This is an optimization exercise on Yosys and OpenROAD, whose aim is small area, a short achievable clock period and few clock cycles, not a production implementation. At most, simulation tests tie the RTL to the original design; equivalence was not proved. Power is estimated from default activity; no workload was simulated.

==> inputs of job 1663 <==
// booth_mul
module booth_mul(clk, rst, start, data_in, done, product);
  input clk, rst, start;
  input [31:0] data_in;
  output done;
  output [63:0] product;
  reg [31:0] M;              
  reg [31:0] Q;              
  reg [33:0] AS, AC;         
  reg [7:0] L1, L2;          
  reg [3:0] ONE, TWO, NEG;   
  reg        s_lm, s_lq, s_st, s_f1, s_fin, s_dn;
  reg [1:0] cnt;
  assign done = s_dn;
  assign product = {M, Q};
  wire idle = ~(s_lm | s_lq | s_st | s_fin);
  wire [8:0] nx = s_lq ? {data_in[7:0], 1'b0} : Q[15:7];
  wire nb0_2 = nx[2], nb0_1 = nx[1], nb0_0 = nx[0];
  wire nb1_2 = nx[4], nb1_1 = nx[3], nb1_0 = nx[2];
  wire nb2_2 = nx[6], nb2_1 = nx[5], nb2_0 = nx[4];
  wire nb3_2 = nx[8], nb3_1 = nx[7], nb3_0 = nx[6];
  wire [3:0] n_one = {nb3_1 ^ nb3_0, nb2_1 ^ nb2_0, nb1_1 ^ nb1_0, nb0_1 ^ nb0_0};
  wire [3:0] n_two = {(nb3_2 & ~nb3_1 & ~nb3_0) | (~nb3_2 & nb3_1 & nb3_0), (nb2_2 & ~nb2_1 & ~nb2_0) | (~nb2_2 & nb2_1 & nb2_0), (nb1_2 & ~nb1_1 & ~nb1_0) | (~nb1_2 & nb1_1 & nb1_0), (nb0_2 & ~nb0_1 & ~nb0_0) | (~nb0_2 & nb0_1 & nb0_0)};
  wire [3:0] n_neg = {nb3_2 & ~(nb3_1 & nb3_0), nb2_2 & ~(nb2_1 & nb2_0), nb1_2 & ~(nb1_1 & nb1_0), nb0_2 & ~(nb0_1 & nb0_0)};
  wire [33:0] as_i = s_f1 ? {1'b1, 33'd0} : AS;
  wire [33:0] ac_i = s_f1 ? 34'd0 : AC;
  wire [8:0] lo = s_f1 ? 9'd0 : L1 + L2;
  wire loc = lo[8];
  wire [31:0] mx = M;
  wire [32:0] x0 = {mx[31], mx} ^ {33{NEG[0]}};
  wire [33:0] pp0;
  assign pp0[32:0] = ({33{ONE[0]}} & x0) | ({33{TWO[0]}} & {x0[31:0], NEG[0]});
  assign pp0[33] = ~pp0[32];
  wire [32:0] x1 = {mx[31], mx} ^ {33{NEG[1]}};
  wire [33:0] pp1;
  assign pp1[32:0] = ({33{ONE[1]}} & x1) | ({33{TWO[1]}} & {x1[31:0], NEG[1]});
  assign pp1[33] = ~pp1[32];
  wire [32:0] x2 = {mx[31], mx} ^ {33{NEG[2]}};
  wire [33:0] pp2;
  assign pp2[32:0] = ({33{ONE[2]}} & x2) | ({33{TWO[2]}} & {x2[31:0], NEG[2]});
  assign pp2[33] = ~pp2[32];
  wire [32:0] x3 = {mx[31], mx} ^ {33{NEG[3]}};
  wire [33:0] pp3;
  assign pp3[32:0] = ({33{ONE[3]}} & x3) | ({33{TWO[3]}} & {x3[31:0], NEG[3]});
  assign pp3[33] = ~pp3[32];
  ...
Settings: LEC_CHECK=0, CAP_MARGIN=20, CORE_MARGIN=2, CORE_UTILIZATION=50, PLACE_DENSITY=0.7, SETUP_SLACK_MARGIN=2.0, SLEW_MARGIN=20; clock period 5.0 ns.
standard.sh (not shown) runs the stock make flow with config.mk's settings and CLKGATE_MAP_FILE= SYNTH_SCRIPT=/design/flow/synth_recipe.tcl, a recipe that flattens the netlist after the stock synthesis.
==> flow/flow/run.sh <==
#!/bin/bash
# Own layout flow: the standard layout (standard.sh), with the input and
# output ports buffered by sky130_fd_sc_hd__buf_2 instead of the cell
# buffer_ports picks by default. Everything else is the standard flow.
# Runs in the standard flow's work folder; each tool's output goes to a log file here.
set -euo pipefail
work=$(pwd)
cp config.mk flow_config.mk
echo "export BUFFER_PORTS_ARGS = -buffer_cell sky130_fd_sc_hd__buf_2" >> flow_config.mk
sed "s#${work}/config.mk#${work}/flow_config.mk#g; s#DESIGN_CONFIG=config.mk#DESIGN_CONFIG=${work}/flow_config.mk#g" standard.sh > flow_standard.sh
grep -q flow_config.mk flow_standard.sh
bash flow_standard.sh > flow_standard.log 2>&1
==> job 4488: changes against job 1663 <==
- CTS_BUF_LIST: unset -> sky130_fd_sc_hd__clkbuf_4 sky130_fd_sc_hd__clkbuf_8
==> job 1077: changes against job 1663 <==
--- a/flow/design.v
+++ b/flow/design.v
@@ -5,30 +5,32 @@
   output [63:0] product;
   reg [31:0] M;              
   reg [31:0] Q;              
   reg [33:0] AS, AC;         
   reg [7:0] L1, L2;          
   reg [3:0] ONE, TWO, NEG;   
-  reg        s_lm, s_lq, s_st, s_f1, s_fin, s_dn;
-  reg [1:0] cnt;
+  reg        s_lm, s_lq, s_fin, s_dn;
+  reg [3:0] st;             
   assign done = s_dn;
   assign product = {M, Q};
+  wire s_st = |st;
   wire idle = ~(s_lm | s_lq | s_st | s_fin);
-  wire [8:0] nx = s_lq ? {data_in[7:0], 1'b0} : Q[15:7];
+  wire g = ~(|st[3:1] | s_fin);
+  wire [8:0] nx = s_lm ? {data_in[7:0], 1'b0} : Q[15:7];
   wire nb0_2 = nx[2], nb0_1 = nx[1], nb0_0 = nx[0];
   wire nb1_2 = nx[4], nb1_1 = nx[3], nb1_0 = nx[2];
   wire nb2_2 = nx[6], nb2_1 = nx[5], nb2_0 = nx[4];
   wire nb3_2 = nx[8], nb3_1 = nx[7], nb3_0 = nx[6];
   wire [3:0] n_one = {nb3_1 ^ nb3_0, nb2_1 ^ nb2_0, nb1_1 ^ nb1_0, nb0_1 ^ nb0_0};
   wire [3:0] n_two = {(nb3_2 & ~nb3_1 & ~nb3_0) | (~nb3_2 & nb3_1 & nb3_0), (nb2_2 & ~nb2_1 & ~nb2_0) | (~nb2_2 & nb2_1 & nb2_0), (nb1_2 & ~nb1_1 & ~nb1_0) | (~nb1_2 & nb1_1 & nb1_0), (nb0_2 & ~nb0_1 & ~nb0_0) | (~nb0_2 & nb0_1 & nb0_0)};
   wire [3:0] n_neg = {nb3_2 & ~(nb3_1 & nb3_0), nb2_2 & ~(nb2_1 & nb2_0), nb1_2 & ~(nb1_1 & nb1_0), nb0_2 & ~(nb0_1 & nb0_0)};
-  wire [33:0] as_i = s_f1 ? {1'b1, 33'd0} : AS;
-  wire [33:0] ac_i = s_f1 ? 34'd0 : AC;
-  wire [8:0] lo = s_f1 ? 9'd0 : L1 + L2;
+  wire [33:0] as_i = g ? {1'b1, 33'd0} : AS;
+  wire [33:0] ac_i = g ? 34'd0 : AC;
+  wire [8:0] lo = g ? 9'd0 : L1 + L2;
   wire loc = lo[8];
-  wire [31:0] mx = M;
+  wire [31:0] mx = st[0] ? data_in : M;
   wire [32:0] x0 = {mx[31], mx} ^ {33{NEG[0]}};
   wire [33:0] pp0;
   assign pp0[32:0] = ({33{ONE[0]}} & x0) | ({33{TWO[0]}} & {x0[31:0], NEG[0]});
   assign pp0[33] = ~pp0[32];
   wire [32:0] x1 = {mx[31], mx} ^ {33{NEG[1]}};
   wire [33:0] pp1;
@@ -380,38 +382,33 @@
   wire [33:0] t_h1 = {1'b0, 1'b1, pp3[33], s331, s329, s327, k324, k322, k320, k318, k316, k314, k312, k310, k308, k306, k304, k302, k300, k298, k296, k294, k292, k290, k288, k286, k284, k282, k280, k278, k276, k274, k272, k270};
   wire [33:0] t_h2 = {1'b0, 1'b0, k332, k330, k328, k326, s325, s323, s321, s319, s317, s315, s313, s311, s309, s307, s305, s303, s301, s299, s297, s295, s293, s291, s289, s287, s285, s283, s281, s279, s277, s275, s273, s271};
   wire [39:0] fsum;
   fadd u_fadd(.x({AS[31:0], L1}), .y({AC[31:0], L2}), .s(fsum));
   always @(posedge clk) begin
     if (rst) begin
-      s_lm <= 1'b0; s_lq <= 1'b0; s_st <= 1'b0; s_f1 <= 1'b0; s_fin <= 1'b0; s_dn <= 1'b0;
+      s_lm <= 1'b0; s_lq <= 1'b0; st <= 4'd0; s_fin <= 1'b0; s_dn <= 1'b0;
     end else begin
       s_lm <= idle & start;
-      s_lq <= s_lm;
-      s_st <= s_lq | (s_st & (cnt != 2'd3));
-      s_f1 <= s_lq;
-      s_fin <= s_st & (cnt == 2'd3);
+      s_lq <= 1'b0;
+      st <= {st[2:0], s_lm};
+      s_fin <= st[3];
       if (idle & start) s_dn <= 1'b0;
       else if (s_fin) s_dn <= 1'b1;
     end
   end
   always @(posedge clk) begin
-    if (s_lq) cnt <= 2'd0;
-    else if (s_st) cnt <= cnt + 2'd1;
-  end
-  always @(posedge clk) begin
     ONE <= n_one; TWO <= n_two; NEG <= n_neg;
     AS <= t_h1; AC <= t_h2;
     L1 <= t_l1; L2 <= t_l2;
   end
   always @(posedge clk) begin
-    if (s_lm) M <= data_in;
+    if (st[0]) M <= data_in;
     else if (s_fin) M <= fsum[39:8];
   end
   always @(posedge clk) begin
-    if (s_lq) Q <= data_in;
+    if (s_lm) Q <= data_in;
     else if (s_st | s_fin) Q <= {lo[7:0], Q[31:8]};
   end
 endmodule
 module fadd_p(input [39:0] x, y, input cin, output [40:0] s);
   wire [39:0] g0 = x & y;
   wire [39:0] p0 = x ^ y;
==> notes <==
- The lowest via count belongs to job 1077, the highest to job 4488.
- Between job 1077 and job 4488, the lower die area is in job 4488 (gap about 0.6%, measured against job 4488).
- Of job 4488 and job 1077, job 4488 has the higher fmax (gap 7.0%, measured against job 1077).
- Combinational power: job 4488 is lower than job 1663 (about 1%).
- Against job 4488, the critical path depth of job 1077 is higher by 1.
- Between job 1663 and job 1077, the lower synthesized cell count is in job 1663 (gap about 0.5%, measured against job 1077).
- Clock power: job 4488 < job 1077 < job 1663.
==> figures <==
|  | job 1663 | job 1077 | job 4488 |
|---|---|---|---|
| Highest layer used for signal routing | met5 | met4 | met5 |
| Run status | timing/DRC/antenna clean | timing/DRC/antenna clean | timing/DRC/antenna clean |
| Clk network pwr share | 11.0% | 12.1% | 8.7% |
| Layout clock buffer count | 17 | 18 | 17 |
| Clk slew on worst S/H paths | 0.09 ns | 0.08 ns | 0.12 ns |
| Worst endpoint data arrival time | 3.27 ns | 3.57 ns | 3.41 ns |
| Max Fanout on Critical Path | 17 | 8 | 30 |
| Achievable frequency | 340 MHz | 315 MHz | 337 MHz |
| Measured slew at the worst slew-check pin | 0.968 ns | 0.934 ns | 0.961 ns |
| Gpl congestion | 0.914 | 0.915 | 0.914 |
| Die span in x | 171 µm | 171 µm | 171 µm |
| Wire length of the first global-routing pass | 64.1 mm | 63.9 mm | 63.8 mm |
| Flops & latches, synth | 163 | 162 | 163 |
| Critical path origin | TWO[0] | st[0] | ONE[0] |
| Power per unit of standard cell area | 793 mW/mm² | 597 mW/mm² | 781 mW/mm² |
Testbench counts of job 1663, summed over its fixed seeds: cycles 12,800.
Testbench counts of job 4488, summed over its fixed seeds: cycles 12,800.
The RTL of job 1077 was laid out without a check of its function.

[separate check: timing with driven ports]
In the flow no input, the clock included, has a driving cell. The finished layouts below were timed again as built, in two steps.
Step 1 assumes that a clkbuf_16 drives the clock port and a buf_2 every other input.
Step 2, shift: input delay + t, output delay - t, t = (earliest + latest rising clock arrival at the registers) / 2. This alone moves slack from input paths to output paths.
Slacks: ideal ports / drivers / drivers and shift; pairs: ideal ports / drivers.
run | t (ns) | slack for setup (ns) | worst data-port slew with drivers (ns)
job 1663 | 0.495 | 2.060 / 2.060 / 2.060 | 0.04
job 4488 | 0.548 | 2.031 / 2.031 / 2.031 | 0.03
job 1077 | 0.482 | 1.822 / 1.822 / 1.430 | 0.05
After both steps every run listed still meets setup and hold. For job 1077, which loses most, drivers alone change the setup slack by 0.000 ns; drivers and shift together by -0.392 ns.
